Context: an optimization exercise on an open-source flow, tuned for small area, a short achievable clock period and few clock cycles per item. The choices shown serve that exercise and are no tape-out recipe. At most, simulation tests tie the RTL to the original design; equivalence was not proved. Function not checked in runs 1 to 3: the RTL went through the layout flow alone. Power and IR drop assume default switching activity.

--- flow/constraint.sdc ---
create_clock -name core_clock -period 5.0 [get_ports {clk}]
set_input_delay 1.0000 -clock core_clock [delete_from_list [all_inputs] [get_ports {clk}]]
set_output_delay 1.0000 -clock core_clock [all_outputs]
set_load 0.01 [all_outputs]
--- flow/config.mk ---
export PLATFORM = sky130hd
export DESIGN_NAME = divider_nr
export DESIGN_NICKNAME = divider_nr
export VERILOG_FILES = /design/flow/design.v
export SDC_FILE = /design/flow/constraint.sdc
export NUM_CORES = 4
export LEC_CHECK = 0
export ABC_AREA = 1
export CAP_MARGIN = 20
export CORE_MARGIN = 2
export CORE_UTILIZATION = 40
export SETUP_SLACK_MARGIN = 1.0
export SLEW_MARGIN = 20
--- flow/design.v ---
`timescale 1ns/10ps
module leading_ones
  #
  (
   parameter SELECTOR,
   parameter BITS      = 16
   )
  (
   input wire [BITS-1:0]         SW,
   output logic [$clog2(BITS):0] LED
   );
  generate
    if (SELECTOR == "UNIQUE_CASE") begin : g_UNIQUE_CASE
      always_comb begin
        LED           = '0;  
        unique case (1'b1)
          SW[15]:  LED  = 16;
          SW[14]:  LED  = 15;
          SW[13]:  LED  = 14;
          SW[12]:  LED  = 13;
          SW[11]:  LED  = 12;
          SW[10]:  LED  = 11;
          SW[9]:   LED  = 10;
          SW[8]:   LED  = 9;
          SW[7]:   LED  = 8;
          SW[6]:   LED  = 7;
          SW[5]:   LED  = 6;
          SW[4]:   LED  = 5;
          SW[3]:   LED  = 4;
          SW[2]:   LED  = 3;
          SW[1]:   LED  = 2;
          SW[0]:   LED  = 1;
        endcase
      end  
    end else if (SELECTOR == "CASE") begin : g_CASE  
      always_comb begin
        LED           = '0;  
        case (1'b1)
          SW[15]:  LED  = 16;
          SW[14]:  LED  = 15;
          SW[13]:  LED  = 14;
          SW[12]:  LED  = 13;
          SW[11]:  LED  = 12;
          SW[10]:  LED  = 11;
          SW[9]:   LED  = 10;
          SW[8]:   LED  = 9;
          SW[7]:   LED  = 8;
          SW[6]:   LED  = 7;
          SW[5]:   LED  = 6;
          SW[4]:   LED  = 5;
          SW[3]:   LED  = 4;
          SW[2]:   LED  = 3;
          SW[1]:   LED  = 2;
          SW[0]:   LED  = 1;
          default: LED  = 0;
        endcase
      end  
    end else if (SELECTOR == "DOWN_FOR") begin : g_UP_IF
      logic found;
      always_comb begin
        LED = '0;
        found = 1'b0;
        for (int i = $high(SW); i >= $low(SW); i--) begin
          if (SW[i] && !found) begin
            LED = i + 1;
            found = 1'b1;
          end
        end
      end
    end else if (SELECTOR == "UP_FOR") begin : g_DOWN_IF
      always_comb begin
        LED = '0;
        for (int i = $low(SW); i <= $high(SW); i++) begin
          if (SW[i]) begin
            LED = i + 1;
          end
        end
      end
    end
  endgenerate
endmodule
`timescale 1ns/10ps
module divider_nr
  #
  (
   parameter BITS      = 16
   )
  (
   input wire                       clk,
   input wire                       reset,
   input wire                       start,
   input wire unsigned [BITS-1:0]   dividend,
   input wire unsigned [BITS-1:0]   divisor,
   output logic                     done,
   output logic unsigned [BITS-1:0] quotient,
   output logic unsigned [BITS-1:0] remainder
   );
  localparam BC = $clog2(BITS);
  logic [BITS-1:0] rem_q;      
  logic [BITS-2:0] quo_q;      
  logic [BC-1:0]   idx_q;      
  logic            bit_q;      
  logic            busy_q;
  logic [BITS-1:0] div_q;      
  logic [BC:0] na, nb;
  leading_ones #(.SELECTOR("DOWN_FOR"), .BITS(BITS)) u_lod_a (.SW(dividend), .LED(na));
  leading_ones #(.SELECTOR("DOWN_FOR"), .BITS(BITS)) u_lod_b (.SW(divisor | 1'b1), .LED(nb));
  logic signed [BC+1:0] diff;
  logic [BC-1:0]        sh;
  assign diff = $signed({1'b0, na}) - $signed({1'b0, nb});
  assign sh   = diff[BC+1] ? '0 : diff[BC-1:0];
  logic [BC-1:0] nidx;
  assign nidx = start ? sh : idx_q - 1'b1;
  logic [BITS:0]   trial;
  logic [BITS+1:0] diffr;
  logic            qbit;
  assign trial = {rem_q, bit_q};
  assign diffr = {1'b0, trial} - {2'b0, div_q};
  assign qbit  = ~diffr[BITS+1];
  assign done      = busy_q && (idx_q == '0);
  assign quotient  = {quo_q, qbit};
  assign remainder = qbit ? diffr[BITS-1:0] : trial[BITS-1:0];
  always_ff @(posedge clk) begin
    idx_q <= nidx;
    div_q <= divisor;
    bit_q <= dividend[nidx];
    if (start) begin
      busy_q <= 1'b1;
      rem_q  <= (dividend >> 1) >> sh;
      quo_q  <= '0;
    end else begin
      if (done) busy_q <= 1'b0;
      rem_q <= remainder;
      quo_q <= quotient[BITS-2:0];
    end
    if (reset) busy_q <= 1'b0;
  end
endmodule
--- flow/run.sh ---
#!/bin/bash
# synth_recipe.tcl (not shown) runs the flow's synth.tcl, then flattens the netlist and writes it again
# the make line also repeats each setting of config.mk as NAME=value (left out here)
make -C /OpenROAD-flow-scripts/flow DESIGN_CONFIG=/design/flow/config.mk WORK_HOME=/design/flow/orfs CLKGATE_MAP_FILE= SYNTH_SCRIPT=/design/flow/synth_recipe.tcl finish
==> flow_summary_export.csv, run 1 <==
group,metric,value,unit
run_status,outcome,"no timing/DRC/antenna violations",
clock_tree,tritoncts,"yes",
clock_tree,insertion_delay,0.31,ns
drt,antenna_left,0,
drt,route.vias.total,4438,
synthesis,synth_edf_count,0,
sta,layout_min_cycle_time,3.851,ns
sta,rsz0062_at_grt,"no",
floorplanning,start_util,41.22,%
setup_path,crit_path_start_kind,"flip-flop",
floorplanning,core,9819,um^2
sta,skew,0.003990,ns
synthesis,syn-num-nets,686,
synthesis,ys_async_sr_fraction,0,%
sta,hold_viol_final,0,
setup_path,crit_type,"reg -> out",
drt,routed_wl,12470,um
drt,route.detailed.drc,0,
sta,fmaxAchievable,259.7,MHz
synthesis,synth_warnings,2,
clock_tree,htree_levels,2,
global_route,grt_pass1_vias,4117,
sta,setup_violations,0,
setup_path,critical_path.max_fanout,23,
floorplanning,die_h,104.6,um
placed_design,port-buffer-count,67,
final_layout,area_delta_synth_final,32.86,%
clock_tree,path_clk_slew,0.09,ns
setup_path,r2r_start,"rem_q[11]",
drt,avgViaCountPerCell,5.191,
sta,worst_pin_slew,0.8310,ns
final_layout,layout-drive-gt1-share,15.79,%
global_route,grt_pass1_wl,19440,um
power_and_ir_drop,leakage,2.608,nW
synthesis,ys_seq_elements,53,
synthesis,syn_area_per_cell,6.466,um^2
global_route,grtUsageTotal,21.94,%
drt,drtIter0Drc,264,
placed_design,gp_congestion,0.8983,
final_layout,final_nets,781,
floorplanning,floorplan.die_area,10940,um^2
power_and_ir_drop,powerDensity,504.0,nW/um^2
synthesis,yosysSeqAreaShare,26.21,%
global_route,overflow,0,
synthesis,synth_top_area_cell,"dfxtp_1",
run,max_cap_viol_count,0,
placed_design,dp_hpwl,9623,um
sta,final.setup.tns,0,ns
sta,slew_headroom,44.43,%
drt,wl_per_cell,14.59,um
drt,first_pass_iters,5,
final_layout,diodes,0,
synthesis,synth_ff_type,"dfxtp_1",
setup_path,critPathRequiredTime,4.00,ns
synthesis,yosys-top-cells-area,"dfxtp_1 (26%), nand3_1 (16%), nand2_1 (11%)",
clock_tree,clock-root-buffer,"clkbuf_8",
synthesis,netlist_area,4048,um^2
synthesis,syn_inst,626,
clock_tree,numCtsBuffers,5,
final_layout,stdcell_count,855,
setup_path,cp_data_arrival_time,2.85,ns
global_route,grt_antenna_before_repair,0,
sta,fin_crit_sh,77.02,%
clock_tree,clock_sinks,53,
floorplanning,num_io_pins,68,
floorplanning,num_rows,36,
setup_path,startpoint,"rem_q[11]",
placed_design,dpl.cell_count,817,
global_route,grt_max_degree,24,
floorplanning,die_w,104.6,um
setup_path,critPathCaptureType,"primary output",
synthesis,netlist.area_leader.share,26.21,%
sta,drv_slew,0,
synthesis,ys_types,40,
power_and_ir_drop,max-vdd-ir-drop,0.0003652,V
clock_tree,clk_path_buf_depth,2,
hold_path,hold_start,"quo_q[12]",
hold_path,hp-class,"reg -> reg",
[critical path, cell delays in order, from the launching register on]
cell	delay, ns
dfxtp_1	0.38
ha_2	0.33
a21oi_2	0.17
o21ai_1	0.11
a21oi_2	0.30
nand3_4	0.13
buf_8	0.18
or2_2	0.29
and2_1	0.18
clkdlybuf4s50_1	0.48
[cell usage after synthesis (4+ instances only)]
library cell	n
dfxtp_1	53
o21ai_2	5
nand4_1	16
and2_1	10
nand2_1	120
o21ai_0	7
or2_2	8
nor2_2	4
nor3_1	5
or2_1	4
a21oi_1	21
o211ai_1	9
nand3_2	4
nand3_1	128
buf_4	4
buf_2	8
ha_1	23
xor2_1	7
o21ai_1	4
a21oi_2	4
inv_1	93
nor2_1	56
a21o_1	4
[path summary, 6_finish.rpt]
check             slack [ns]  cells after the start            to
setup / recovery        1.15                      9  remainder[9]
hold / removal          0.42                      2     quo_q[13]
setup reg to reg        2.87                      9      rem_q[8]
hold reg to reg         0.42                      2     quo_q[13]
[power by group]
part / total [mW] / switching, mW / internal (mW)
Clock: 0.242 / 0.142 / 0.100
Sequential: 0.574 / 0.0565 / 0.518
Combinational: 1.89 / 1.03 / 0.867
Total: 2.71 / 1.23 / 1.48
[routing by layer]
| metal | vias up | track usage (%) | part of all wire [%] |
|---|---|---|---|
| met2 | 149 | 37.82 | 49 |
| met1 | 2015 | 27.88 | 44 |
| met3 | 23 | 3.306 | 5.1 |
| met4 | 0 | 7.619 | 2.5 |
| li1 | 2251 | - | - |
| met5 | - | 0 | 0 |
[cells by family after synthesis]
logic type | synth area share, %
buffers and inverters | 11.47
adders and majority gates | 8.099
xor gates and xnor gates | 2.164
DFF | 26.21
and+or+nand+nor | 42.35
AOI/OAI and AO/OA | 9.706
[registers in the layout (all words and copies together) (netlist names)]
signal,count
bit_q,1
busy_q,1
div_q,16
idx_q,4
quo_q,15
rem_q,16
[stage by stage]
stage	hold WS (ns)	power [mW]	util, %	worst slack, ns	area (um^2)
after global placement	0.4088	2.305	49.30	0.4206	4841
after global routing	0.4361	2.942	54.77	1.006	5378
final	0.4237	2.710	54.77	1.149	5378
after floorplan	0.4330	1.727	-	1.380	4048
after CTS	0.4273	2.634	51.27	1.003	5035
after detailed placement	0.4119	2.323	49.30	0.3773	4841
[what timing repair did]
| item | 4_1_cts | 5_1_grt |
|---|---|---|
| resized for setup | 16 | 48 |
| hold buffers | 0 | 0 |
| endpoints found under the setup margin | 25 | 26 |
| buffers inserted | 8 | 18 |
| pin swaps | 7 | 22 |
| cloned | 1 | 3 |
[cell type report]
type | instances | area, um^2
Fill cell | 1041 | 4442
Multi-Input combinational cell | 462 | 2684
Sequential cell | 53 | 1062
Timing Repair Buffer | 102 | 1003
Inverter | 96 | 367.9
Tap cell | 133 | 166.4
Clock buffer | 6 | 72.57
Clock inverter | 2 | 13.76
Timing Repair inverter | 1 | 7.507
[cell usage in the layout, fill, tap and decap left out, types with 4 or more instances in the layout]
| cell type | n |
|---|---|
| a21o_1 | 4 |
| a21oi_1 | 15 |
| a21oi_2 | 9 |
| and2_1 | 10 |
| buf_4 | 30 |
| clkbuf_8 | 5 |
| clkdlybuf4s50_1 | 57 |
| dfxtp_1 | 52 |
| dlymetal6s2s_1 | 10 |
| ha_1 | 19 |
| ha_2 | 4 |
| inv_1 | 85 |
| inv_2 | 7 |
| nand2_1 | 115 |
| nand2_2 | 7 |
| nand3_1 | 125 |
| nand3_2 | 4 |
| nand4_1 | 16 |
| nor2_1 | 50 |
| nor2_2 | 8 |
| nor3_1 | 5 |
| o211ai_1 | 9 |
| o21ai_0 | 6 |
| o21ai_1 | 5 |
| o21ai_2 | 5 |
| or2_1 | 4 |
| or2_2 | 8 |
| xor2_1 | 7 |
==> inputs of run 2 (changes only) <==
--- a/flow/config.mk
+++ b/flow/config.mk
@@ -10,4 +10,4 @@
 export CORE_MARGIN = 2
 export CORE_UTILIZATION = 40
-export SETUP_SLACK_MARGIN = 1.0
+export SETUP_SLACK_MARGIN = 0.5
 export SLEW_MARGIN = 20
==> run 2 against run 1 <==
Fmax down 9.0%; worst setup slack worse by 0.38 ns; clock skew is 0.00065 ns higher; synthesized area stayed put; clock-buffer cell count is the same; sequential share of layout area rose by 1.6 points; synthesized cell count is the same; first-iteration DRC count fell by 19%; register-to-register slack lost 0.38 ns; largest power group unchanged; highest routed layer unchanged.
==> flow_summary_export.csv, run 2 <==
group,metric,value,unit
power_and_ir_drop,leakage,2.356,nW
clock_tree,numCtsBuffers,5,
hold_path,whs_path_depth,2,
sta,fmaxAchievable,236.3,MHz
drt,antenna_left,0,
synthesis,synth_ff_type,"dfxtp_1",
sta,skew,0.004639,ns
setup_path,critPathTopFamily,"buffers and inverters",
setup_path,critical_path.max_fanout,23,
setup_path,critPathRequiredTime,4.00,ns
setup_path,worstRegToRegCells,10,
placed_design,place_area,4841,um^2
final_layout,layout-drive-gt1-share,8.357,%
final_layout,area_delta_synth_final,22.53,%
setup_path,r2r_start,"div_q[12]",
sta,setup_violations,0,
setup_path,cp_slowest_cell,"clkdlybuf4s50_1",
setup_path,critical_path_buf_inv_count,3,
clock_tree,htree_levels,2,
setup_path,critPathCaptureType,"primary output",
clock_tree,clock-root-buffer,"clkbuf_8",
setup_path,cpPeakStageDelay,0.48,ns
floorplanning,num_rows,36,
placed_design,pre_cts_ws,0.3773,ns
synthesis,synth_top_area_cell,"dfxtp_1",
synthesis,syn_area_per_cell,6.466,um^2
final_layout,final_common_cell,"nand3_1",
floorplanning,start_util,41.22,%
global_route,overflow,0,
sta,rsz0062_at_grt,"no",
drt,route.detailed.drc,0,
drt,route.vias.total,4269,
global_route,met1_usage,27.69,%
sta,final.setup.tns,0,ns
clock_tree,tritoncts,"yes",
floorplanning,floorplan.die_area,10940,um^2
global_route,grt_pass1_wl,19110,um
placed_design,gp_congestion,0.8983,
power_and_ir_drop,max-vdd-ir-drop,0.0003071,V
setup_path,crit_path_start_kind,"flip-flop",
final_layout,multi_input_area,2535,um^2
setup_path,reg2reg_slack,2.49,ns
final_layout,diodes,0,
sta,setup_slack,0.7685,ns
synthesis,yosysSeqAreaShare,26.21,%
floorplanning,die_h,104.6,um
setup_path,crit_type,"reg -> out",
floorplanning,num_io_pins,68,
sta,drv_slew,0,
synthesis,synth_edf_count,0,
run,max_cap_viol_count,0,
sta,hold_viol_final,0,
clock_tree,clk_path_buf_depth,2,
synthesis,netlist.area_leader.share,26.21,%
placed_design,port-buffer-count,67,
final_layout,fill_cells,1100,
synthesis,syn_inst,626,
hold_path,hp-class,"reg -> reg",
synthesis,yosys-top-cells-area,"dfxtp_1 (26%), nand3_1 (16%), nand2_1 (11%)",
clock_tree,clock_sinks,53,
setup_path,cp_data_arrival_time,3.23,ns
global_route,grtUsageTotal,21.60,%
drt,routed_wl,11810,um
global_route,grt_use_met2,36.83,%
floorplanning,core,9819,um^2
sta,slew_headroom,48.08,%
sta,layout_min_cycle_time,4.231,ns
clock_tree,post_cts_buffers,0,
synthesis,synth_warnings,2,
setup_path,startpoint,"div_q[12]",
hold_path,hold_start,"quo_q[12]",
hold_path,min_to,"quo_q[13]",
placed_design,dp_hpwl,9623,um
floorplanning,die_w,104.6,um
drt,wl_per_cell,14.28,um
run_status,outcome,"no timing/DRC/antenna violations",
synthesis,ys_types,40,
final_layout,final_nets,753,
synthesis,syn-num-nets,686,
drt,drtIter0Drc,214,
synthesis,netlist_top_cells_count,"nand3_1 (128), nand2_1 (120), inv_1 (93)",
clock_tree,path_clk_slew,0.09,ns
global_route,grt_max_degree,24,
power_and_ir_drop,powerDensity,516.8,nW/um^2
clock_tree,insertion_delay,0.31,ns
global_route,grt_busiest_layer,"met2",
final_layout,final_cell_mix,"nand3_1 (128), nand2_1 (117), inv_1 (91), clkdlybuf4s50_1 (67), nor2_1 (54)",
synthesis,netlist_area,4048,um^2
drt,first_pass_iters,5,
setup_path,crit_chain,"inv_1, ha_1, a21oi_1, o21ai_1, a21oi_2, nand3_2, buf_4, or2_2, and2_1, clkdlybuf4s50_1",
final_layout,largestRegisters,"div_q x16, rem_q x16, quo_q x15",
sta,worst_pin_slew,0.7764,ns
synthesis,ys_seq_elements,53,
drt,avgViaCountPerCell,5.162,
sta,fin_crit_sh,84.63,%
synthesis,synth.most_common_cell,"nand3_1",
synthesis,ys_async_sr_fraction,0,%
final_layout,seqCellArea,1061,um^2
global_route,grt_pass1_vias,4038,
global_route,met3_usage,3.306,%
final_layout,fin_area,4960,um^2
setup_path,regToRegEndpoint,"rem_q[8]",
global_route,grt_antenna_before_repair,0,
[run 2: cell count changes in the layout (fill, tap and decap cells not counted), moves of 6 or more]
| cell | change |
|---|---|
| a21oi_1 | +6 |
| dlymetal6s2s_1 | -10 |
| inv_1 | +6 |
| clkdlybuf4s50_1 | +10 |
| inv_2 | -6 |
| buf_4 | -22 |
[run 2: repair_timing]
action                     4_1_cts  5_1_grt
setup endpoints to repair        0       14
resized for setup                0        8
hold buffers                     0        0
[run 2: logic make-up after synthesis]
logic type,Yosys count,share of synthesized area (%)
AOI/OAI and AO/OA,61,9.706
and+or+nand+nor,364,42.35
adders and majority gates,25,8.099
xor gates and xnor gates,10,2.164
DFF,53,26.21
buffers and inverters,113,11.47
[run 2: how the worst max path moves through the flow]
stage	endpoint	slack (ns)	depth (start not counted)
final	remainder[9]	0.77	10
after detailed placement	rem_q[0]	0.38	19
after global placement	rem_q[8]	0.42	19
after floorplan	rem_q[0]	1.38	19
after global routing	bit_q	0.54	24
after CTS	rem_q[0]	0.69	19
[run 2: worst register-to-register path, stage by stage, from the launching register on]
cell     delay [ns]
dfxtp_1        0.33
inv_1          0.04
ha_1           0.34
a21oi_1        0.22
o21ai_1        0.14
a21oi_2        0.31
nand3_2        0.27
buf_4          0.31
or2_2          0.31
nand3_1        0.09
nand2_1        0.06
[run 2: cell type report]
cell class,count,area share [%]
multi-input combinational,460,51.11
sequential,53,21.39
timing repair buffer,75,14.73
inverter,96,7.417
tap,133,3.355
clock buffer,6,1.463
clock inverter,2,0.2775
timing repair inverter,2,0.2523
[run 2: metrics by stage]
step,util [%],hold slack (ns),cells,power (mW)
after floorplan,-,0.4330,626,1.727
after global placement,49.30,0.4088,817,2.305
after detailed placement,49.30,0.4119,817,2.323
after CTS,50.18,0.4273,825,2.574
after global routing,50.51,0.4361,827,2.795
final,50.51,0.4234,827,2.563
[run 2: report_power, final]
group	leakage (nW)	internal, mW	switching (mW)
sequential	0.441	0.517	0.0565
clock	0.0456	0.100	0.140
combinational	1.87	0.775	0.975
[run 2: routing by layer]
layer	vias up	share of wire (%)
met3	22	4.8
met5	-	0
met4	0	2.6
met1	1930	46
li1	2193	-
met2	124	46
==> inputs of run 3 (changes only) <==
--- a/flow/config.mk
+++ b/flow/config.mk
@@ -10,4 +10,4 @@
 export CORE_MARGIN = 2
 export CORE_UTILIZATION = 40
-export SETUP_SLACK_MARGIN = 0.5
+export SETUP_SLACK_MARGIN = 1.5
 export SLEW_MARGIN = 20
==> run 3 against run 2 <==
Still clean on timing, DRC and antenna; wire length grew 18%; via count grew 11%; sequential power grew 6.3%; synthesized cell count is the same; critical path depth grew 8; non-clock buffer count grew 59; clock-buffer cell count shrank 1; worst hold slack gained 0.0034 ns; fmax grew 20%; synthesized area is the same; clock power grew 8%; power grew 22%; highest routed layer unchanged.
==> flow_summary_export.csv, run 3 <==
group,metric,value,unit
run_status,outcome,"no timing/DRC/antenna violations",
setup_path,critical_path.max_fanout,7,
synthesis,netlist.area_leader.share,26.21,%
synthesis,yosysSeqAreaShare,26.21,%
final_layout,fin_area,6227,um^2
placed_design,dp_hpwl,9497,um
sta,fin_crit_sh,70.81,%
global_route,grtUsageTotal,24.67,%
synthesis,ys_seq_elements,53,
setup_path,startpoint,"divisor[9]",
drt,antenna_left,0,
sta,worst_pin_slew,0.3870,ns
synthesis,ys_types,40,
clock_tree,clock-root-buffer,"clkbuf_8",
setup_path,critPathMostFrequentCell,"inv_2",
floorplanning,num_rows,36,
clock_tree,cts_hold_buf,0,
clock_tree,htree_levels,2,
setup_path,regToRegEndpoint,"rem_q[14]",
synthesis,syn_inst,626,
clock_tree,numCtsBuffers,5,
synthesis,synth.most_common_cell,"nand3_1",
setup_path,reg2reg_slack,2.97,ns
floorplanning,start_util,41.22,%
clock_tree,clock_sinks,53,
placed_design,dpl.cell_count,818,
sta,setup_violations,0,
global_route,grt_pass1_wl,21960,um
drt,drtIter0Drc,322,
sta,skew,0.01223,ns
floorplanning,die_h,104.6,um
sta,layout_min_cycle_time,3.540,ns
power_and_ir_drop,max-vdd-ir-drop,0.0002854,V
synthesis,synth_warnings,2,
setup_path,cp_data_arrival_time,3.74,ns
floorplanning,core,9819,um^2
sta,setup_slack,1.460,ns
global_route,grt_max_degree,20,
global_route,overflow,0,
setup_path,critPathCaptureType,"flip-flop",
synthesis,syn-num-nets,686,
power_and_ir_drop,powerDensity,501.7,nW/um^2
synthesis,synth_top_area_cell,"dfxtp_1",
sta,final.setup.tns,0,ns
sta,fmaxAchievable,282.5,MHz
sta,drv_slew,0,
final_layout,final_cell_mix,"nand2_1 (95), nand3_1 (91), inv_1 (73), buf_4 (51), nor2_1 (44)",
setup_path,worstRegToRegCells,12,
global_route,grt_pass1_vias,4585,
setup_path,cp_slowest_cell,"fa_2",
drt,route.detailed.drc,0,
setup_path,setup.worst_path.end,"rem_q[12]",
sta,hold_viol_final,0,
floorplanning,floorplan.die_area,10940,um^2
setup_path,crit_path_start_kind,"input port",
clock_tree,clk_path_buf_depth,2,
clock_tree,tritoncts,"yes",
setup_path,crit_type,"in -> reg",
setup_path,r2r_start,"div_q[13]",
global_route,grt_antenna_before_repair,0,
floorplanning,die_w,104.6,um
hold_path,hp-class,"reg -> reg",
synthesis,synth_edf_count,0,
clock_tree,insertion_delay,0.32,ns
synthesis,netlist_area,4048,um^2
drt,wl_per_cell,15.74,um
placed_design,gp_congestion,0.9416,
placed_design,place_area,4878,um^2
placed_design,port-buffer-count,67,
sta,rsz0062_at_grt,"yes",
hold_path,hold_start,"quo_q[10]",
synthesis,netlist_top_cells_count,"nand3_1 (128), nand2_1 (120), inv_1 (93)",
drt,avgViaCountPerCell,5.335,
final_layout,stdcell_count,887,
final_layout,fill_cells,929,
drt,route.vias.total,4732,
synthesis,syn_area_per_cell,6.466,um^2
final_layout,diodes,0,
clock_tree,path_clk_slew,0.11,ns
power_and_ir_drop,leakage,2.869,nW
synthesis,ys_async_sr_fraction,0,%
synthesis,yosys-top-cells-area,"dfxtp_1 (26%), nand3_1 (16%), nand2_1 (11%)",
drt,first_pass_iters,4,
placed_design,pre_cts_ws,0.4594,ns
floorplanning,num_io_pins,68,
final_layout,largestRegisters,"div_q x16, rem_q x16, quo_q x15",
setup_path,critPathRequiredTime,5.20,ns
setup_path,crit_chain,"clkdlybuf4s50_1, inv_2, nand3_2, nor2_4, nand3_2, inv_2, nand4_1, nor2_1, nor2_2, ha_2, fa_2, inv_2, nand2_8, buf_12, inv_8, or2_4, nand4_1, nand2_1",
final_layout,area_delta_synth_final,53.85,%
drt,routed_wl,13960,um
setup_path,cpPeakStageDelay,0.52,ns
final_layout,layout-drive-gt1-share,35.54,%
run,max_cap_viol_count,0,
final_layout,final_nets,813,
synthesis,synth_ff_type,"dfxtp_1",
final_layout,final_common_cell,"nand2_1",
sta,slew_headroom,74.17,%
[run 3: cell counts after synthesis]
No cell type changed its count.
[run 3: per-layer routing]
layer  up-vias  global-route usage [%]  wire (um)
li1       2315                       -          -
met1      2252                   30.73       6022
met2       141                   42.95       6961
met3        24                   3.681        637
met4         0                   9.238        340
met5         -                       0          0
[run 3: worst min-delay path by stage]
stage                            to  slack, ns  depth (start not counted)
after floorplan              busy_q       0.43                          2
after global placement    quo_q[10]       0.41                          2
after detailed placement  quo_q[13]       0.41                          2
after CTS                 quo_q[13]       0.43                          2
after global routing       quo_q[5]       0.45                          2
final                     quo_q[11]       0.43                          2
[run 3: cells by family after synthesis]
kind of cell / count (synthesis) / share of synthesized area (%)
buf+inv: 113 / 11.47
fa+ha+maj: 25 / 8.099
flops: 53 / 26.21
simple gates: 364 / 42.35
compound gates: 61 / 9.706
xor+xnor: 10 / 2.164
[run 3: critical path, delay by kind of cell]
| kind | cells | cell delay, ns |
|---|---|---|
| buf+inv | 6 | 0.84 |
| simple gates | 10 | 1.20 |
| fa+ha+maj | 2 | 0.70 |
[run 3: what timing repair did]
item	CTS	global route
gates cloned	4	1
hold endpoints to repair	0	0
setup endpoints to repair	37	32
pin swaps	37	53
resized for setup	156	120
buffers inserted	42	14
[run 3: report_power, final]
part           switching (mW)  leakage, nW  internal [mW]
combinational            1.21         2.38           1.05
clock                   0.158       0.0447          0.102
sequential             0.0884        0.442          0.521
total                    1.46         2.87           1.67
[run 3: per-stage QoR]
step	total power, mW	hold WS (ns)	utilization, %
2_1_floorplan	1.735	0.4330	-
3_3_place_gp	2.306	0.4088	49.68
3_5_place_dp	2.318	0.4117	49.68
4_1_cts	2.851	0.4293	57.98
5_1_grt	3.354	0.4494	63.42
6_report	3.124	0.4268	63.42
[run 3: final cells by class]
type                            instances  area (um^2)  share of cell area, %
Inverter                               96        371.6                  5.967
Sequential cell                        53         1074                  17.24
Timing Repair inverter                  2        13.76                 0.2210
Clock inverter                          3        25.02                 0.4018
Timing Repair Buffer                  134         1255                  20.15
Clock buffer                            5        68.82                  1.105
Tap cell                              133        166.4                  2.672
Multi-Input combinational cell        461         3253                  52.24
==> inputs of run 4 (changes only) <==
--- a/flow/design.v
+++ b/flow/design.v
@@ -103,11 +103,25 @@
   logic            busy_q;
   logic [BITS-1:0] div_q;      
-  logic [BC:0] na, nb;
-  leading_ones #(.SELECTOR("DOWN_FOR"), .BITS(BITS)) u_lod_a (.SW(dividend), .LED(na));
-  leading_ones #(.SELECTOR("DOWN_FOR"), .BITS(BITS)) u_lod_b (.SW(divisor | 1'b1), .LED(nb));
-  logic signed [BC+1:0] diff;
-  logic [BC-1:0]        sh;
-  assign diff = $signed({1'b0, na}) - $signed({1'b0, nb});
-  assign sh   = diff[BC+1] ? '0 : diff[BC-1:0];
+  function automatic logic [3:0] msb_pos(input logic [15:0] x);
+    logic [7:0] y8;
+    logic [3:0] y4;
+    logic [1:0] y2;
+    msb_pos[3] = |x[15:8];
+    y8         = msb_pos[3] ? x[15:8] : x[7:0];
+    msb_pos[2] = |y8[7:4];
+    y4         = msb_pos[2] ? y8[7:4] : y8[3:0];
+    msb_pos[1] = |y4[3:2];
+    y2         = msb_pos[1] ? y4[3:2] : y4[1:0];
+    msb_pos[0] = y2[1];
+  endfunction
+  logic [3:0] pa, pb;
+  logic [4:0] pdiff;
+  logic       neg;
+  logic [BC-1:0] sh;
+  assign pa    = msb_pos(dividend);
+  assign pb    = msb_pos(divisor);
+  assign pdiff = {1'b0, pa} - {1'b0, pb};
+  assign neg   = pdiff[4];
+  assign sh    = neg ? '0 : pdiff[3:0];
   logic [BC-1:0] nidx;
   assign nidx = start ? sh : idx_q - 1'b1;
@@ -127,5 +141,5 @@
     if (start) begin
       busy_q <= 1'b1;
-      rem_q  <= (dividend >> 1) >> sh;
+      rem_q  <= neg ? (dividend >> 1) : ((dividend >> 1) >> pdiff[3:0]);
       quo_q  <= '0;
     end else begin
--- a/flow/config.mk
+++ b/flow/config.mk
@@ -10,4 +10,4 @@
 export CORE_MARGIN = 2
 export CORE_UTILIZATION = 40
-export SETUP_SLACK_MARGIN = 1.5
+export SETUP_SLACK_MARGIN = 1.0
 export SLEW_MARGIN = 20
==> run 4 against run 3 <==
Global-route usage shrank 1.8 points; flip-flop and latch count did not move; highest routed layer unchanged; clock-buffer cell count unchanged; synthesized cell count fell by 8.3%; fmax shrank 8.3%; clock power rose by 3%; critical path depth stayed put; power fell by 18%; worst hold slack worse by 0.00080 ns; combinational power shrank 24%; core utilization fell by 8.2 points.
==> flow_summary_export.csv, run 4 <==
group,metric,value,unit
run_status,outcome,"no timing/DRC/antenna violations",
synthesis,syn-num-nets,632,
floorplanning,die_h,101.4,um
power_and_ir_drop,p_sw,1.185,mW
setup_path,worstRegToRegCells,12,
power_and_ir_drop,max-vdd-ir-drop,0.0002260,V
synthesis,synth_top_area_cell,"dfxtp_1",
setup_path,regToRegEndpoint,"rem_q[12]",
sta,setup_violations,0,
drt,drtIter0Drc,333,
clock_tree,numCtsBuffers,5,
power_and_ir_drop,intPower,1.378,mW
clock_tree,clock-root-buffer,"clkbuf_8",
floorplanning,core,9240,um^2
synthesis,syn_inst,574,
drt,route.detailed.drc,0,
synthesis,yosys-top-cells-area,"dfxtp_1 (28%), nand2_1 (12%), inv_1 (8.2%)",
global_route,grt_pass1_wl,18480,um
hold_path,hold_start,"quo_q[13]",
floorplanning,die_w,101.4,um
floorplanning,start_util,41.04,%
floorplanning,num_rows,35,
synthesis,netlist.area_leader.share,27.98,%
synthesis,yosysSeqAreaShare,27.98,%
synthesis,ys_async_sr_fraction,0,%
synthesis,synth_ff_type,"dfxtp_1",
synthesis,netlist_area,3792,um^2
final_layout,layout-drive-gt1-share,19.63,%
sta,fmaxAchievable,259.1,MHz
clock_tree,tritoncts,"yes",
clock_tree,path_clk_slew,0.11,ns
final_layout,final_common_cell,"nand2_1",
sta,final.setup.tns,0,ns
sta,worst_pin_slew,0.5581,ns
synthesis,synth.most_common_cell,"nand2_1",
clock_tree,insertion_delay,0.32,ns
clock_tree,clock_sinks,53,
power_and_ir_drop,leakage,2.431,nW
final_layout,fill_cells,905,
placed_design,port-buffer-count,67,
power_and_ir_drop,swShare,46.24,%
global_route,grt_max_degree,40,
setup_path,cpPeakStageDelay,0.60,ns
sta,layout_min_cycle_time,3.860,ns
setup_path,critPathRequiredTime,5.27,ns
sta,slew_headroom,62.57,%
clock_tree,htree_levels,2,
global_route,grtUsageTotal,22.88,%
drt,avgViaCountPerCell,5.097,
drt,antenna_left,0,
hold_path,min_to,"quo_q[14]",
final_layout,area_delta_synth_final,34.51,%
placed_design,dp_hpwl,8822,um
sta,fin_crit_sh,77.19,%
placed_design,pre_cts_ws,0.1487,ns
synthesis,ys_seq_elements,53,
setup_path,crit_path_start_kind,"input port",
setup_path,r2r_start,"bit_q",
power_and_ir_drop,pwr-share-clk,10.5,%
setup_path,cp_data_arrival_time,4.13,ns
global_route,grt_pass1_vias,3669,
power_and_ir_drop,powerDensity,502.4,nW/um^2
clock_tree,cts_hold_buf,0,
floorplanning,floorplan.die_area,10280,um^2
synthesis,syn_area_per_cell,6.607,um^2
drt,wl_per_cell,15.30,um
floorplanning,num_io_pins,68,
setup_path,critical_path.max_fanout,7,
global_route,overflow,0,
synthesis,netlist_top_cells_count,"nand2_1 (126), inv_1 (83), nor2_1 (62)",
placed_design,gp_congestion,0.9145,
sta,hold_viol_final,0,
clock_tree,clk_path_buf_depth,2,
synthesis,synth_edf_count,0,
sta,skew,0.006694,ns
run,max_cap_viol_count,0,
synthesis,ys_types,48,
hold_path,whs_path_depth,2,
drt,route.vias.total,4006,
sta,rsz0062_at_grt,"no",
sta,setup_slack,1.140,ns
setup_path,crit_chain,"clkdlybuf4s50_1, inv_2, o21ai_2, o21ai_2, nand2_1, o21bai_1, nand3_1, a21oi_2, ha_4, inv_2, fa_2, buf_12, clkinvlp_4, mux2i_1, o211ai_1, a21oi_1, o21ai_1, nand2_1",
final_layout,diodes,0,
setup_path,reg2reg_slack,2.51,ns
final_layout,largestRegisters,"div_q x16, rem_q x16, quo_q x15",
final_layout,final_nets,714,
sta,drv_slew,0,
global_route,grt_antenna_before_repair,0,
hold_path,hp-class,"reg -> reg",
setup_path,critPathCaptureType,"flip-flop",
power_and_ir_drop,power.share.combinational,67.0,%
setup_path,cp_slowest_cell,"fa_2",
setup_path,crit_type,"in -> reg",
synthesis,synth_warnings,1,
final_layout,final_cell_mix,"nand2_1 (119), inv_1 (78), nor2_1 (57), dfxtp_1 (53), clkdlybuf4s50_1 (30)",
power_and_ir_drop,pwr-share-seq,22.5,%
drt,routed_wl,12030,um
drt,first_pass_iters,5,
run 4: changes by cell type in the layout (fill, tap and decap cells not counted), sizes merged, moves of 9 or more:
cell and change:
and2 -11, or2 -9, nand4 -9, a21oi +17, nor2 +10, nand2 +10
dlymetal6s2s +18, buf -54, nand3 -103, o21ai +41
run 4: area by class of cell:
type                    count  area (um^2)  share of cell area [%]
multi-input cells         415         2531                   49.62
clock buffers               5        68.82                   1.349
clock inverters             3        33.78                  0.6623
repair buffers             91        894.6                   17.54
inverters                  89        342.8                   6.721
repair inverters            1        7.507                  0.1472
well taps                 129        161.4                   3.164
flip-flops and latches     53         1061                   20.80
run 4: critical path, delay by kind of cell:
| kind | cells | cell delay [ns] |
|---|---|---|
| multiplexers | 1 | 0.25 |
| buffers and inverters | 5 | 0.94 |
| AO/OA/AOI/OAI | 7 | 0.92 |
| adder cells (fa/ha/maj) | 2 | 0.75 |
| AND/OR/NAND/NOR | 3 | 0.25 |
run 4: how the worst max path moves through the flow:
stage | from | endpoint | slack [ns]
final | dividend[2] | rem_q[3] | 1.14
after CTS | divisor[12] | rem_q[0] | 0.99
after global routing | dividend[15] | rem_q[0] | 0.97
after floorplan | dividend[15] | rem_q[5] | 1.18
after global placement | dividend[15] | rem_q[6] | 0.22
after detailed placement | dividend[15] | rem_q[6] | 0.15
run 4: cells by family after synthesis:
group           count (synthesis)  share of synthesized area [%]
compound gates                123                          18.58
xor+xnor                       15                          3.860
fa+ha+maj                      23                          7.984
buf+inv                       106                          11.32
flops                          53                          27.98
mux                             2                         0.5279
simple gates                  252                          29.76
run 4: metrics by stage:
step	total power, mW	hold WS [ns]	instance area [um^2]	std cells	utilization [%]
final	2.563	0.4260	5101	786	55.21
after floorplan	1.521	0.4340	3792	574	-
after global routing	2.759	0.4501	5101	786	55.21
after detailed placement	2.073	0.4128	4554	756	49.29
after CTS	2.379	0.4316	4791	775	51.85
after global placement	2.064	0.4110	4554	756	49.29
run 4: power by group through the flow:
stage / sequential (mW) / clock [mW] / combinational [mW]
2_1_floorplan: 0.566 / 0 / 0.955
3_3_place_gp: 0.579 / 0 / 1.49
3_5_place_dp: 0.581 / 0 / 1.49
4_1_cts: 0.572 / 0.272 / 1.53
5_1_grt: 0.588 / 0.295 / 1.88
6_report: 0.577 / 0.268 / 1.72
run 4: timing repair:
| action | CTS | global route |
|---|---|---|
| setup endpoints to repair | 34 | 32 |
| resized for setup | 56 | 89 |
| setup buffers | 9 | 10 |
| pin swaps | 21 | 30 |
| gates cloned | 2 | 1 |
run 4: routing by layer:
metal / global-route usage (%) / up-vias / wire (um)
met3: 4.210 / 14 / 676
met4: 5.094 / 0 / 165
met5: 0 / - / 0
li1: - / 2017 / -
met2: 36.68 / 139 / 5598
met1: 32.12 / 1836 / 5586
Testbench counts of run 4, summed over its fixed seeds: cycles 5,943, items 1,600.
==> inputs of run 5 (changes only) <==
==> flow/flow/run.sh (new file) <==
#!/bin/bash
cp standard.sh standard_sh.txt
export BUFFER_PORTS_ARGS="-buffer_cell sky130_fd_sc_hd__buf_2"
bash standard.sh > standard.log 2>&1
==> flow/standard.sh (new file) <==
#!/bin/bash
# synth_recipe.tcl (not shown) runs the flow's synth.tcl, then flattens the netlist and writes it again
# the make line also repeats each setting of config.mk as NAME=value (left out here)
make -C /OpenROAD-flow-scripts/flow DESIGN_CONFIG=/design/flow/config.mk WORK_HOME=/design/flow/orfs CLKGATE_MAP_FILE= SYNTH_SCRIPT=/design/flow/synth_recipe.tcl "${@:-finish}"
--- a/flow/config.mk
+++ b/flow/config.mk
@@ -10,4 +10,4 @@
 export CORE_MARGIN = 2
 export CORE_UTILIZATION = 40
-export SETUP_SLACK_MARGIN = 1.0
+export SETUP_SLACK_MARGIN = 1.3
 export SLEW_MARGIN = 20
removed: flow/run.sh
==> run 5 against run 4 <==
Fmax rose by 0.47%; final cell count rose by 2.0%; clock power barely moved; clock-buffer cell count did not move; non-clock buffer count rose by 16; critical path type unchanged; global-route usage fell by 0.096 points; still clean; core utilization fell by 0.99 points; combinational power fell by 7%; register-to-register slack improved by 0.19 ns; power fell by 4.7%; flip-flop and latch count did not move.
==> flow_summary_export.csv, run 5 <==
group,metric,value,unit
run_status,outcome,"no timing/DRC/antenna violations",
drt,antenna_left,0,
sta,slew_headroom,70.66,%
drt,first_pass_iters,5,
drt,route.detailed.drc,0,
setup_path,cp_data_arrival_time,4.11,ns
synthesis,syn_area_per_cell,6.607,um^2
synthesis,ys_types,48,
synthesis,syn_inst,574,
synthesis,netlist_top_cells_count,"nand2_1 (126), inv_1 (83), nor2_1 (62)",
sta,setup_violations,0,
sta,hold_viol_final,0,
drt,wl_per_cell,14.66,um
synthesis,synth_top_area_cell,"dfxtp_1",
final_layout,final_nets,730,
final_layout,seqCellArea,1062,um^2
clock_tree,cts_hold_buf,0,
synthesis,synth_ff_type,"dfxtp_1",
final_layout,fill_cells,922,
synthesis,synth.most_common_cell,"nand2_1",
setup_path,critical_path_buf_inv_count,5,
final_layout,stdcell_count,802,
setup_path,crit_path_start_kind,"input port",
power_and_ir_drop,swShare,47.58,%
drt,avgViaCountPerCell,5.062,
power_and_ir_drop,pwr-share-clk,10.8,%
drt,drtIter0Drc,173,
setup_path,critPathRequiredTime,5.26,ns
global_route,overflow,0,
setup_path,critPathMostFrequentCell,"o21ai_1",
clock_tree,htree_levels,2,
power_and_ir_drop,pwr-share-seq,23.5,%
global_route,grt_antenna_before_repair,0,
final_layout,layout-drive-gt1-share,32.10,%
clock_tree,path_clk_slew,0.11,ns
clock_tree,tritoncts,"yes",
final_layout,largestRegisters,"div_q x16, rem_q x16, quo_q x15",
power_and_ir_drop,power.share.combinational,65.6,%
floorplanning,core,9240,um^2
final_layout,final_common_cell,"nand2_1",
clock_tree,insertion_delay,0.31,ns
sta,whs,0.4267,ns
final_layout,final_cell_mix,"nand2_1 (119), inv_1 (80), buf_2 (59), nor2_1 (55), dfxtp_1 (52)",
hold_path,hp-class,"reg -> reg",
setup_path,critical_path.max_fanout,7,
clock_tree,clk_path_buf_depth,2,
drt,dr_wl_met2,5619,um
synthesis,syn-num-nets,632,
synthesis,yosys-top-cells-area,"dfxtp_1 (28%), nand2_1 (12%), inv_1 (8.2%)",
clock_tree,clock-root-buffer,"clkbuf_8",
sta,fmaxAchievable,260.3,MHz
drt,route.vias.total,4060,
setup_path,critPathCaptureType,"flip-flop",
sta,skew,0.005209,ns
synthesis,synth_edf_count,0,
power_and_ir_drop,leakage,2.403,nW
sta,fin_crit_sh,76.83,%
power_and_ir_drop,max-vdd-ir-drop,0.0002260,V
synthesis,synth_warnings,1,
synthesis,netlist.area_leader.share,27.98,%
global_route,grtUsageTotal,22.78,%
synthesis,yosysSeqAreaShare,27.98,%
power_and_ir_drop,powerDensity,487.6,nW/um^2
setup_path,crit_chain,"buf_6, nor2_4, nand2_2, nor2_4, inv_2, o21ai_1, o21ai_1, nand2_1, o21bai_1, nand3_1, a21oi_2, ha_2, inv_2, fa_2, clkinvlp_4, nand2_1, o21ai_2, o21ai_1, nand2_1, nand4_1, o21ai_1, inv_1",
placed_design,dp_hpwl,8773,um
placed_design,pre_cts_ws,0.4816,ns
clock_tree,numCtsBuffers,5,
clock_tree,clock_sinks,53,
sta,setup_slack,1.159,ns
drt,routed_wl,11760,um
drt,top_layer,"met4",
drt,drt-met1-wl,5323,um
global_route,grt_pass1_vias,3793,
synthesis,ys_seq_elements,53,
power_and_ir_drop,p_sw,1.162,mW
floorplanning,floorplan.die_area,10280,um^2
floorplanning,num_io_pins,68,
drt,wl_met3,575,um
setup_path,cp_slowest_cell,"fa_2",
sta,drv_slew,0,
sta,layout_min_cycle_time,3.841,ns
final_layout,final_core_util,54.22,%
floorplanning,die_h,101.4,um
final_layout,area_delta_synth_final,32.10,%
power_and_ir_drop,intPower,1.281,mW
run,max_cap_viol_count,0,
synthesis,netlist_area,3792,um^2
final_layout,diodes,0,
floorplanning,num_rows,35,
placed_design,dpl.cell_count,757,
setup_path,reg2reg_slack,2.70,ns
floorplanning,start_util,41.04,%
floorplanning,die_w,101.4,um
setup_path,critPathTopFamily,"simple AND/OR/NAND/NOR gates",
placed_design,gp_congestion,0.9262,
setup_path,crit_type,"in -> reg",
sta,worst_pin_slew,0.4355,ns
global_route,grt_pass1_wl,18490,um
synthesis,ys_async_sr_fraction,0,%
global_route,grt_max_degree,39,
final_layout,multi_input_area,2591,um^2
placed_design,port-buffer-count,67,
sta,rsz0062_at_grt,"yes",
sta,final.setup.tns,0,ns
setup_path,cpPeakStageDelay,0.65,ns
-- run 5: cell counts after synthesis --
Identical to the previous run, type by type.
-- run 5: cell families after synthesis --
family	synth area share, %
compound gates	18.58
xor+xnor	3.860
fa+ha+maj	7.984
buf+inv	11.32
flops	27.98
mux	0.5279
simple gates	29.76
-- run 5: routing by layer --
| metal | track usage (%) | vias up |
|---|---|---|
| met4 | 6.237 | 0 |
| met3 | 3.727 | 25 |
| met1 | 30.18 | 1867 |
| met2 | 38.46 | 123 |
| met5 | 0 | - |
| li1 | - | 2045 |
-- run 5: power groups by stage --
stage,logic [mW],clock network [mW],registers (mW)
final,1.60,0.265,0.575
after CTS,1.41,0.272,0.571
after global routing,1.79,0.287,0.582
after floorplan,0.957,0,0.566
after detailed placement,1.32,0,0.580
after global placement,1.31,0,0.578
-- run 5: through the flow --
step / power [mW] / instance area, um^2
after floorplan: 1.523 / 3797
after global placement: 1.885 / 4229
after detailed placement: 1.896 / 4229
after CTS: 2.258 / 4646
after global routing: 2.656 / 5010
final: 2.443 / 5010
-- run 5: worst paths after layout --
path	startpoint	to	depth (start not counted)
worst max-delay path	dividend[8]	rem_q[1]	22
worst min-delay path	quo_q[5]	quo_q[6]	2
worst max register to register	div_q[14]	rem_q[10]	12
worst min register to register	quo_q[5]	quo_q[6]	2
-- run 5: final cells by class --
class                           count  share of cell area (%)
Inverter                           89                   6.943
Timing Repair Buffer              107                   14.81
Sequential cell                    53                   21.20
Clock inverter                      3                  0.5744
Multi-Input combinational cell    415                   51.72
Tap cell                          129                   3.222
Clock buffer                        5                   1.374
Timing Repair inverter              1                  0.1499
-- run 5: repair_timing --
action | CTS | global route
resized for setup | 54 | 64
pin swaps | 26 | 32
setup buffers | 23 | 13
cloned | 1 | 0
setup endpoints to repair | 33 | 32
-- run 5: worst min-delay path, cell delays in order, from the launching register on --
cell and delay (ns):
dfxtp_1 0.32, inv_1 0.04, nor2_1 0.03
==> inputs of run 6 (changes only) <==
--- a/flow/config.mk
+++ b/flow/config.mk
@@ -9,5 +9,5 @@
 export CAP_MARGIN = 20
 export CORE_MARGIN = 2
-export CORE_UTILIZATION = 40
-export SETUP_SLACK_MARGIN = 1.3
+export CORE_UTILIZATION = 75
+export SETUP_SLACK_MARGIN = 1.0
 export SLEW_MARGIN = 20
==> run 6 against run 5 <==
The flow now stops in global routing (5_1_grt); synthesized area is the same; synthesized cell count is the same.
==> flow_summary_export.csv, run 6 <==
group,metric,value,unit
clock_tree,numCtsBuffers,5,
sta,worst_path_end_type,"sequential cell input",
placed_design,place_area,4134,um^2
global_route,overflow,13,
synthesis,syn_area_per_cell,6.607,um^2
floorplanning,die_h,75.11,um
synthesis,synth_warnings,1,
synthesis,netlist.area_leader.share,27.98,%
clock_tree,clk_path_buf_depth,2,
synthesis,synth_edf_count,0,
synthesis,syn_inst,574,
synthesis,ys_async_sr_fraction,0,%
placed_design,gp_congestion,1.099,
sta,grt-worst-endpoint,"rem_q[3]$_DFF_P_/D",
synthesis,syn-num-nets,632,
synthesis,yosys-top-cells-area,"dfxtp_1 (28%), nand2_1 (12%), inv_1 (8.2%)",
global_route,grtUsageTotal,72.43,%
placed_design,dp_hpwl,8369,um
clock_tree,clock-root-buffer,"clkbuf_8",
clock_tree,clock_sinks,53,
synthesis,netlist_top_cells_count,"nand2_1 (126), inv_1 (83), nor2_1 (62)",
floorplanning,die_w,75.11,um
run_status,outcome,"aborted with a tool error",
synthesis,netlist_area,3792,um^2
floorplanning,num_io_pins,68,
run_status,first-error,"[ERROR GRT-0232] Routing congestion too high. Check the congestion heatmap in the GUI.",
clock_tree,htree_levels,2,
synthesis,ys_seq_elements,53,
floorplanning,num_rows,25,
synthesis,synth.most_common_cell,"nand2_1",
synthesis,synth_top_area_cell,"dfxtp_1",
placed_design,port-buffer-count,67,
floorplanning,start_util,79.24,%
synthesis,ys_types,48,
run_status,lastStage,"global routing (5_1_grt)",
synthesis,synth_ff_type,"dfxtp_1",
global_route,grt_max_degree,39,
synthesis,yosysSeqAreaShare,27.98,%
[run 6: how the worst max path moves through the flow]
stage,endpoint,cells past startpoint,slack [ns]
after CTS,rem_q[3],21,1.01
after global placement,rem_q[1],21,0.57
after detailed placement,rem_q[1],21,0.37
after floorplan,rem_q[5],22,1.18
[run 6: cell families after synthesis]
family / share of synthesized area [%]
AND/OR/NAND/NOR: 29.76
adder cells (fa/ha/maj): 7.984
buffers and inverters: 11.32
multiplexers: 0.5279
XOR/XNOR: 3.860
flip-flops: 27.98
AO/OA/AOI/OAI: 18.58
[run 6: stage by stage]
stage | setup WS, ns | cells
global placement | 0.5712 | 693
floorplan | 1.178 | 574
CTS | 1.015 | 704
detailed placement | 0.3710 | 693
[run 6: layer usage]
layer / overflow / GRT usage [%]
met4: 8 / 70.04
met1: 0 / 74.54
met5: 0 / 10.19
met3: 1 / 52.88
met2: 4 / 91.91
[run 6: what timing repair did]
item,in CTS
hold buffers,0
resized for setup,11
buffers inserted,2
cloned,1
pin swaps,2
endpoints found under the setup margin,15
[run 6: power groups by stage]
stage | Combinational, mW | Clock, mW | Sequential, mW
4_1_cts | 1.35 | 0.271 | 0.570
2_1_floorplan | 0.955 | 0 | 0.566
3_3_place_gp | 1.25 | 0 | 0.574
3_5_place_dp | 1.31 | 0 | 0.579
==> inputs of run 7 (changes only) <==
--- a/flow/config.mk
+++ b/flow/config.mk
@@ -9,5 +9,5 @@
 export CAP_MARGIN = 20
 export CORE_MARGIN = 2
-export CORE_UTILIZATION = 75
+export CORE_UTILIZATION = 55
 export SETUP_SLACK_MARGIN = 1.0
 export SLEW_MARGIN = 20
==> run 7 against run 6 <==
The run now finishes clean; synthesized area unchanged; synthesized cell count unchanged.
==> flow_summary_export.csv, run 7 <==
group,metric,value,unit
run_status,outcome,"no timing/DRC/antenna violations",
final_layout,final_common_cell,"nand2_1",
clock_tree,numCtsBuffers,5,
setup_path,cp_data_arrival_time,2.83,ns
global_route,grt_pass1_wl,16550,um
synthesis,synth_ff_type,"dfxtp_1",
synthesis,ys_async_sr_fraction,0,%
drt,first_pass_iters,5,
clock_tree,htree_levels,2,
global_route,grt_pass1_vias,3475,
sta,hold_viol_final,0,
sta,skew,0.01450,ns
global_route,met3_usage,5.118,%
global_route,grt_max_degree,40,
drt,wl_per_cell,14.69,um
clock_tree,clock-root-buffer,"clkbuf_8",
clock_tree,clk_path_buf_depth,2,
sta,setup_violations,0,
clock_tree,insertion_delay,0.32,ns
floorplanning,core,6719,um^2
power_and_ir_drop,leakage,2.206,nW
sta,worst_pin_slew,0.5337,ns
setup_path,critical_path.max_fanout,3,
sta,drv_slew,0,
clock_tree,clock_sinks,53,
final_layout,multi_input_area,2396,um^2
placed_design,gp_congestion,0.9113,
synthesis,synth-compound-area-share,18.57,%
sta,fmaxAchievable,260.9,MHz
final_layout,final_core_util,66.50,%
setup_path,critPathRequiredTime,4.00,ns
synthesis,synth_xor_xnor_area_share,3.860,%
floorplanning,num_rows,30,
sta,layout_min_cycle_time,3.833,ns
synthesis,ys_types,48,
setup_path,crit_type,"reg -> out",
drt,routed_wl,10680,um
synthesis,netlist_top_cells_count,"nand2_1 (126), inv_1 (83), nor2_1 (62)",
final_layout,largestRegisters,"div_q x16, rem_q x16, quo_q x15",
sta,rsz0062_at_grt,"yes",
final_layout,final_cell_mix,"nand2_1 (122), inv_1 (80), buf_2 (62), nor2_1 (57), dfxtp_1 (53)",
final_layout,fill_cells,653,
global_route,grt_antenna_before_repair,0,
setup_path,crit_path_start_kind,"flip-flop",
setup_path,cpPeakStageDelay,0.42,ns
setup_path,critPathCaptureType,"primary output",
sta,final.setup.tns,0,ns
global_route,overflow,0,
floorplanning,die_h,87.04,um
run,max_cap_viol_count,0,
synthesis,yosys.area_share.simple,29.76,%
power_and_ir_drop,max-vdd-ir-drop,0.0001816,V
sta,setup_slack,1.167,ns
global_route,met1_usage,33.82,%
placed_design,port-buffer-count,67,
placed_design,dp_hpwl,8336,um
synthesis,syn_inst,574,
synthesis,netlist_area,3792,um^2
final_layout,layout-drive-gt1-share,23.34,%
drt,antenna_left,0,
synthesis,netlist.area_leader.share,27.98,%
drt,drtIter0Drc,181,
synthesis,ys_seq_elements,53,
final_layout,diodes,0,
floorplanning,num_io_pins,68,
power_and_ir_drop,powerDensity,500.9,nW/um^2
sta,slew_headroom,64.20,%
synthesis,synth_top_area_cell,"dfxtp_1",
global_route,grtUsageTotal,27.83,%
final_layout,area_delta_synth_final,17.82,%
global_route,grt_use_met2,50.31,%
drt,avgViaCountPerCell,5.424,
synthesis,syn_area_per_cell,6.607,um^2
global_route,grt_busiest_layer,"met2",
final_layout,seqCellArea,1061,um^2
drt,route.detailed.drc,0,
floorplanning,die_w,87.04,um
clock_tree,tritoncts,"yes",
placed_design,pre_cts_ws,0.4725,ns
synthesis,synth_edf_count,0,
synthesis,synth_top_family_by_area,"simple AND/OR/NAND/NOR gates",
drt,route.vias.total,3943,
synthesis,synth_mux_area_share,0.5279,%
synthesis,synth_fa_ha_area_share,7.984,%
clock_tree,path_clk_slew,0.11,ns
synthesis,yosysSeqAreaShare,27.98,%
floorplanning,floorplan.die_area,7575,um^2
setup_path,crit_chain,"inv_1, ha_1, fa_1, o211ai_1, a21boi_2, o21ai_2, a21boi_0, o21ai_1, xor2_1, a21oi_2, buf_2",
final_layout,final_nets,704,
sta,fin_crit_sh,76.67,%
synthesis,synth_warnings,1,
sta,whs,0.4217,ns
placed_design,dpl.cell_count,708,
floorplanning,start_util,56.44,%
final_layout,stdcell_count,727,
setup_path,reg2reg_slack,2.39,ns
setup_path,cp_slowest_cell,"fa_1",
synthesis,synth.most_common_cell,"nand2_1",
synthesis,syn-num-nets,632,
hold_path,hp-class,"reg -> reg",
synthesis,yosys-top-cells-area,"dfxtp_1 (28%), nand2_1 (12%), inv_1 (8.2%)",
==> run 7: cell counts after synthesis <==
Identical to the previous run, type by type.
==> run 7: logic make-up after synthesis <==
kind of cell | after synthesis
AND/OR/NAND/NOR | 252
AO/OA/AOI/OAI | 123
buffers and inverters | 106
flip-flops | 53
adder cells (fa/ha/maj) | 23
XOR/XNOR | 15
multiplexers | 2
==> run 7: critical path, delay by kind of cell (launching register included) <==
kind	cells	cell delay, ns
xor+xnor	1	0.21
compound gates	6	1.04
fa+ha+maj	2	0.67
buf+inv	2	0.21
flops	1	0.40
==> run 7: report_power, final <==
part / switching (mW) / leakage [nW] / internal (mW) / total, mW
Sequential: 0.0570 / 0.441 / 0.515 / 0.572
Clock: 0.162 / 0.0423 / 0.102 / 0.264
Combinational: 0.859 / 1.72 / 0.543 / 1.40
Total: 1.08 / 2.21 / 1.16 / 2.24
==> run 7: worst paths after layout <==
path | cells past startpoint | start | to
setup / recovery | 11 | bit_q | remainder[12]
hold / removal | 2 | quo_q[7] | quo_q[8]
setup reg to reg | 12 | bit_q | rem_q[12]
hold reg to reg | 2 | quo_q[7] | quo_q[8]
==> run 7: routing by layer <==
metal / share of wire, % / wire length (um)
met1: 42 / 4475
met2: 51 / 5426
met3: 5.5 / 588
met4: 1.8 / 190
met5: 0 / 0
==> run 7: what timing repair did <==
| action | CTS | global route |
|---|---|---|
| buffers inserted | 6 | 5 |
| setup endpoints to repair | 22 | 27 |
| hold buffers | 0 | 0 |
| resized for setup | 8 | 51 |
| pin swaps | 1 | 18 |
==> run 7: through the flow <==
step | area [um^2] | power, mW
5_1_grt | 4468 | 2.422
2_1_floorplan | 3792 | 1.521
6_report | 4468 | 2.238
3_5_place_dp | 4165 | 1.891
3_3_place_gp | 4165 | 1.869
4_1_cts | 4314 | 2.175
==> run 7: cell type report <==
| cell class | instances | share of cell area (%) |
|---|---|---|
| clock buffers | 5 | 1.540 |
| clock inverters | 3 | 0.5881 |
| inverters | 89 | 7.617 |
| multi-input cells | 415 | 53.63 |
| flip-flops and latches | 53 | 23.75 |
| well taps | 80 | 2.240 |
| repair buffers | 82 | 10.64 |
==> inputs of run 8 (changes only) <==
==> flow/flow/run.sh (replaced) <==
#!/bin/bash
cp standard.sh standard_sh.txt
export BUFFER_PORTS_ARGS="-buffer_cell sky130_fd_sc_hd__buf_2"
export ADDER_MAP_FILE=
bash standard.sh > standard.log 2>&1
--- a/flow/config.mk
+++ b/flow/config.mk
@@ -9,5 +9,5 @@
 export CAP_MARGIN = 20
 export CORE_MARGIN = 2
-export CORE_UTILIZATION = 55
+export CORE_UTILIZATION = 50
 export SETUP_SLACK_MARGIN = 1.0
 export SLEW_MARGIN = 20
==> run 8 against run 7 <==
Power fell by 2.5%; clock skew fell by 0.010 ns; fmax rose by 1.4%; flip-flop and latch count did not move; core utilization fell by 8.8 points; cell area fell by 1.8%; final cell count rose by 10%; global-route usage fell by 0.80 points; first-iteration DRC count fell by 5.5%.
==> flow_summary_export.csv, run 8 <==
group,metric,value,unit
sta,fmaxAchievable,264.4,MHz
sta,final.setup.tns,0,ns
power_and_ir_drop,powerDensity,497.3,nW/um^2
setup_path,critPathCaptureType,"primary output",
global_route,grt_max_degree,43,
global_route,grt_pass1_vias,3757,
floorplanning,num_io_pins,68,
setup_path,reg2reg_slack,2.40,ns
final_layout,largestRegisters,"div_q x16, rem_q x16, quo_q x15",
final_layout,final_cell_mix,"nand2_1 (171), inv_1 (98), nor2_1 (86), buf_2 (67), dfxtp_1 (53)",
sta,setup_slack,1.218,ns
floorplanning,start_util,50.86,%
setup_path,critPathRequiredTime,4.00,ns
clock_tree,tritoncts,"yes",
power_and_ir_drop,power.share.combinational,60.0,%
power_and_ir_drop,max-vdd-ir-drop,0.0001843,V
synthesis,netlist_area,3869,um^2
synthesis,synth_top_area_cell,"dfxtp_1",
sta,skew,0.004067,ns
sta,hold_viol_final,0,
placed_design,port-buffer-count,67,
clock_tree,clk_path_buf_depth,2,
final_layout,stdcell_count,803,
setup_path,cpPeakStageDelay,0.32,ns
setup_path,critPathTopFamily,"simple AND/OR/NAND/NOR gates",
setup_path,cp_slowest_cell,"dfxtp_1",
setup_path,critical_path.max_fanout,16,
setup_path,crit_chain,"inv_1, or2_2, nand2_1, o21ai_0, a221oi_1, o21ai_0, nand2_1, nand3_2, buf_4, o21ai_0, buf_2",
synthesis,synth_warnings,1,
sta,worst_pin_slew,0.6554,ns
final_layout,diodes,0,
final_layout,final_core_util,57.70,%
final_layout,fin_area,4389,um^2
setup_path,regToRegEndpoint,"rem_q[1]",
sta,fin_crit_sh,75.65,%
final_layout,fill_cells,820,
power_and_ir_drop,intPower,1.125,mW
power_and_ir_drop,pwr-share-seq,25.9,%
global_route,grtUsageTotal,27.03,%
power_and_ir_drop,swShare,48.45,%
synthesis,netlist_top_cells_count,"nand2_1 (172), inv_1 (98), nor2_1 (86)",
sta,setup_violations,0,
run,max_cap_viol_count,0,
final_layout,final_nets,735,
placed_design,gp_congestion,0.9984,
synthesis,synth.most_common_cell,"nand2_1",
placed_design,dp_hpwl,9050,um
setup_path,setup.worst_path.end,"remainder[2]",
placed_design,pre_cts_ws,0.9253,ns
setup_path,crit_cells,11,
power_and_ir_drop,leakage,2.266,nW
floorplanning,num_rows,32,
clock_tree,clock-root-buffer,"clkbuf_8",
floorplanning,die_h,91.96,um
synthesis,synth_ff_type,"dfxtp_1",
final_layout,area_delta_synth_final,13.45,%
floorplanning,die_w,91.96,um
clock_tree,cts_hold_buf,0,
power_and_ir_drop,p_sw,1.058,mW
hold_path,hp-class,"reg -> reg",
drt,route.vias.total,4117,
drt,routed_wl,11230,um
power_and_ir_drop,power,2.183,mW
global_route,grt_pass1_wl,18200,um
global_route,overflow,0,
global_route,grt_antenna_before_repair,0,
final_layout,layout-drive-gt1-share,17.97,%
sta,layout_min_cycle_time,3.782,ns
drt,avgViaCountPerCell,5.127,
floorplanning,core,7607,um^2
clock_tree,insertion_delay,0.31,ns
sta,drv_slew,0,
drt,antenna_left,0,
synthesis,ys_async_sr_fraction,0,%
setup_path,worstRegToRegCells,13,
synthesis,syn_area_per_cell,6.035,um^2
clock_tree,path_clk_slew,0.10,ns
final_layout,final_common_cell,"nand2_1",
drt,first_pass_iters,5,
setup_path,crit_path_start_kind,"flip-flop",
clock_tree,numCtsBuffers,5,
sta,rsz0062_at_grt,"yes",
drt,wl_per_cell,13.99,um
floorplanning,floorplan.die_area,8457,um^2
sta,whs,0.4195,ns
setup_path,critPathMostFrequentCell,"o21ai_0",
clock_tree,clock_sinks,53,
synthesis,yosysSeqAreaShare,27.43,%
synthesis,ys_seq_elements,53,
setup_path,r2r_start,"rem_q[1]",
synthesis,yosys-top-cells-area,"dfxtp_1 (27%), nand2_1 (17%), inv_1 (9.5%)",
synthesis,netlist.area_leader.share,27.43,%
drt,route.detailed.drc,0,
sta,slew_headroom,56.09,%
synthesis,syn_inst,641,
synthesis,syn-num-nets,676,
power_and_ir_drop,pwr-share-clk,14.1,%
setup_path,startpoint,"rem_q[1]",
clock_tree,post_cts_buffers,0,
synthesis,ys_types,46,
synthesis,synth_edf_count,0,
drt,drtIter0Drc,171,
setup_path,critical_path_buf_inv_count,3,
placed_design,dpl.cell_count,795,
setup_path,crit_type,"reg -> out",
run_status,outcome,"no timing/DRC/antenna violations",
setup_path,cp_data_arrival_time,2.78,ns
placed_design,place_area,4257,um^2
clock_tree,htree_levels,2,
## run 8: how the worst min path moves through the flow
| stage | start | end | slack (ns) | depth (start not counted) |
|---|---|---|---|---|
| after global placement | quo_q[6] | quo_q[7] | 0.40 | 2 |
| after floorplan | busy_q | busy_q | 0.43 | 2 |
| final | quo_q[6] | quo_q[7] | 0.42 | 2 |
| after global routing | quo_q[6] | quo_q[7] | 0.43 | 2 |
| after CTS | quo_q[6] | quo_q[7] | 0.42 | 2 |
| after detailed placement | quo_q[10] | quo_q[11] | 0.41 | 2 |
## run 8: per-layer routing
| metal | routed length (um) | track usage, % | vias up |
|---|---|---|---|
| li1 | - | - | 2124 |
| met1 | 5242 | 37.05 | 1884 |
| met2 | 5316 | 44.98 | 99 |
| met3 | 527 | 3.944 | 10 |
| met4 | 146 | 6.343 | 0 |
| met5 | 0 | 0 | - |
## run 8: power by group through the flow
stage	clock [mW]	combinational [mW]	sequential, mW
2_1_floorplan	0	0.917	0.560
3_3_place_gp	0	1.27	0.573
3_5_place_dp	0	1.28	0.575
4_1_cts	0.315	1.29	0.565
5_1_grt	0.329	1.47	0.575
6_report	0.309	1.31	0.565
## run 8: logic make-up after synthesis
group                     share of synthesized area (%)
and+or+nand+nor                                   38.52
muxes                                             1.067
AOI/OAI and AO/OA                                 15.52
DFF                                               27.43
xor gates and xnor gates                          4.851
buffers and inverters                             12.61
## run 8: repair_timing
| item | in CTS | in global routing |
|---|---|---|
| endpoints found under the setup margin | 2 | 18 |
| gates resized for setup | 1 | 6 |
| pin swaps | 0 | 0 |
## run 8: worst reg2reg max path, cell delays in order (launching register included)
cell and delay, ns:
dfxtp_1 0.32, inv_1 0.06, or2_2 0.29, nand2_1 0.14
o21ai_0 0.10, a221oi_1 0.22, o21ai_0 0.16, nand2_1 0.13
nand3_2 0.24, buf_4 0.30, o21ai_0 0.24, nor2_1 0.07
a31oi_1 0.17, nand2_1 0.07
## run 8: area by class of cell
| class | count | area [um^2] | share of cell area [%] |
|---|---|---|---|
| Clock buffer | 5 | 68.82 | 1.568 |
| Tap cell | 102 | 127.6 | 2.908 |
| Timing Repair Buffer | 69 | 350.3 | 7.982 |
| Clock inverter | 3 | 50.05 | 1.140 |
| Sequential cell | 53 | 1061 | 24.17 |
| Inverter | 106 | 397.9 | 9.065 |
| Multi-Input combinational cell | 465 | 2333 | 53.16 |

## afterwards: timing with drivers on the ports
The flow's constraints put no driver on any port. The routed layouts listed below were extracted and timed again, unchanged, in two steps.
Step 1 assumes that a clkbuf_16 drives the clock port and a buf_2 every other input.
Step 2 times the ports against the registers' clock, not the clock port: input delays grow and output delays shrink by t, the midpoint of the rising clock arrivals with the driver on.
a / b / c = no drivers / after step 1 / after step 2; a / b = the first two.
run | t, ns | setup slack, ns | latest minus earliest clock arrival (ns) | worst register clock-pin slew, ns | cell pins on the clock port's net
run 1 | 0.339 | 1.149 / 1.116 / 0.859 | 0.004 / 0.004 | 0.09 / 0.09 | 1
run 2 | 0.336 | 0.769 / 0.737 / 0.462 | 0.005 / 0.004 | 0.09 / 0.09 | 1
run 3 | 0.348 | 1.460 / 1.461 / 1.113 | 0.012 / 0.012 | 0.11 / 0.11 | 1
run 4 | 0.342 | 1.140 / 1.138 / 0.797 | 0.008 / 0.007 | 0.11 / 0.11 | 1
run 5 | 0.340 | 1.159 / 1.140 / 0.801 | 0.007 / 0.007 | 0.11 / 0.11 | 1
run 7 | 0.345 | 1.167 / 1.137 / 0.832 | 0.015 / 0.015 | 0.11 / 0.11 | 1
run 8 | 0.340 | 1.218 / 1.189 / 1.107 | 0.004 / 0.004 | 0.10 / 0.10 | 1
After both steps setup and hold are still met in every run listed. For run 5, which loses most, drivers alone change the setup slack by -0.019 ns; drivers and shift together by -0.358 ns.
